Source: an optimization exercise on an open RTL-to-GDS flow (aim: small area and a short achievable clock period). Production flows keep margins and buffers that such runs may drop. Only simulation tests tie the RTL to the original design; equivalence was not proved.

Setup of main:
==> flow/design.v (excerpt) <==
module TRN_RMS(
    input wire clk,
    input wire reset,
    input wire [19:0] data_in,
    output wire rms_tlast,
    output wire [39:0] result
);
Settings: LEC_CHECK=0, CAP_MARGIN=20, CORE_MARGIN=2, CORE_UTILIZATION=40, SLEW_MARGIN=20; clock period 8.0 ns.
run.sh (not shown) runs the stock make flow with config.mk's settings and CLKGATE_MAP_FILE= SYNTH_SCRIPT=/design/flow/synth_recipe.tcl, a recipe that flattens the netlist after the stock synthesis.
Changes in the feature branch relative to main:
--- a/flow/design.v
+++ b/flow/design.v
@@ -1,39 +1,42 @@
 module TRN_RMS(
     input wire clk,
     input wire reset,
     input wire [19:0] data_in,
     output wire rms_tlast,
     output wire [39:0] result
 );
 reg [18:0] v;
 reg s;
 reg xb0;             
 reg [6:0] cnt;       
 reg tlast;
+reg ld;              
 always @(posedge clk or posedge reset) begin
     if (reset) begin
         v <= 19'd0;
         s <= 1'b0;
         xb0 <= 1'b0;
         cnt <= 7'd0;
         tlast <= 1'b0;
     end else begin
         v <= data_in[18:0] ^ {19{data_in[19]}};
         s <= data_in[19];
         xb0 <= data_in[0];
         cnt <= cnt + 7'd1;
         tlast <= (cnt == 7'd127);
     end
 end
+always @(posedge clk)
+    ld <= (cnt == 7'd0);
   wire s1 = v[8] ^ (v[0] & v[15]);
   wire c2 = v[8] & (v[0] & v[15]);
   wire s3 = (v[0] & v[16]) ^ (v[1] & v[15]);
   wire c4 = (v[0] & v[16]) & (v[1] & v[15]);
   wire s5 = v[9] ^ (v[0] & v[17]) ^ (v[1] & v[16]);
   wire c6 = (v[9] & (v[0] & v[17])) | (v[9] & (v[1] & v[16])) | ((v[0] & v[17]) & (v[1] & v[16]));
   wire s7 = (v[2] & v[15]) ^ (v[3] & v[14]);
   wire c8 = (v[2] & v[15]) & (v[3] & v[14]);
   wire s9 = (v[0] & v[18]) ^ (v[1] & v[17]) ^ (v[2] & v[16]);
   wire c10 = ((v[0] & v[18]) & (v[1] & v[17])) | ((v[0] & v[18]) & (v[2] & v[16])) | ((v[1] & v[17]) & (v[2] & v[16]));
   wire s11 = (v[3] & v[15]) ^ (v[4] & v[14]);
   wire c12 = (v[3] & v[15]) & (v[4] & v[14]);
@@ -439,18 +442,17 @@
     sq_c[27] <= s329;
     sq_c[28] <= s331;
     sq_c[29] <= s333;
     sq_c[30] <= s335;
     sq_c[31] <= s337;
     sq_c[32] <= s339;
     sq_c[33] <= s341;
     sq_c[34] <= s343;
   end
   wire [44:0] row_s = {1'b0, 1'b0, 1'b0, 1'b0, 1'b0, 1'b0, 1'b0, sq_s[36], sq_s[35], sq_s[34], sq_s[33], sq_s[32], sq_s[31], sq_s[30], sq_s[29], sq_s[28], sq_s[27], sq_s[26], sq_s[25], sq_s[24], sq_s[23], sq_s[22], sq_s[21], sq_s[20], sq_s[19], sq_s[18], sq_s[17], sq_s[16], sq_s[15], sq_s[14], sq_s[13], sq_s[12], sq_s[11], sq_s[10], sq_s[9], sq_s[8], sq_s[7], sq_s[6], sq_s[5], sq_s[4], sq_s[3], sq_s[2], sq_s[1], 1'b0, sq_s[0]};
   wire [44:0] row_c = {1'b0, 1'b0, 1'b0, 1'b0, 1'b0, 1'b0, 1'b0, 1'b0, sq_c[34], sq_c[33], sq_c[32], sq_c[31], sq_c[30], sq_c[29], sq_c[28], sq_c[27], sq_c[26], sq_c[25], sq_c[24], sq_c[23], sq_c[22], sq_c[21], sq_c[20], sq_c[19], sq_c[18], sq_c[17], sq_c[16], sq_c[15], sq_c[14], sq_c[13], sq_c[12], sq_c[11], sq_c[10], sq_c[9], sq_c[8], sq_c[7], sq_c[6], sq_c[5], sq_c[4], sq_c[3], sq_c[2], sq_c[1], sq_c[0], 1'b0, 1'b0};
 reg [44:0] acc;
-wire [44:0] acc_sum = acc + row_s + row_c;
 always @(posedge clk)
-    acc <= (cnt == 7'd0) ? 45'd0 : acc_sum;
+    acc <= (ld ? 45'd0 : acc) + row_s + row_c;
 assign rms_tlast = tlast;
 assign result = {2'b00, acc[44:7]};
 endmodule
--- outcome ---
In the reports for the feature branch and main, the smaller number of sinks driven by the clock tree belongs to main.
Compared with main, the feature branch shows a lower fmax.
The met3 wire length reported for the feature branch is smaller than that of main by about 33%.
For the ratio of final minimum period to clock period, the feature branch came in 2.9 points higher than main did.
The feature branch has less setup slack than main.

re-timing with driven ports:
How much do the figures lean on ideal ports? The routed layouts below were timed once more, with nothing changed but the port constraints.
Step 1, drivers: a clkbuf_16 drives clk and a buf_2 each remaining input, both assumed.
Step 2, shift: input delay + t, output delay - t, t = (earliest + latest rising clock arrival at the registers) / 2. This alone moves slack from input paths to output paths.
Slacks: ideal ports / drivers / drivers and shift; pairs: ideal ports / drivers.
| run | t (ns) | setup WS [ns] | hold WS [ns] | clock arrival spread, ns |
|---|---|---|---|---|
| main | 0.470 | 4.418 / 4.418 / 4.418 | 0.342 / 0.342 / 0.342 | 0.011 / 0.012 |
| the feature branch | 0.478 | 4.189 / 4.189 / 4.189 | 0.367 / 0.367 / 0.367 | 0.019 / 0.019 |
After both steps setup and hold are still met in every run listed.
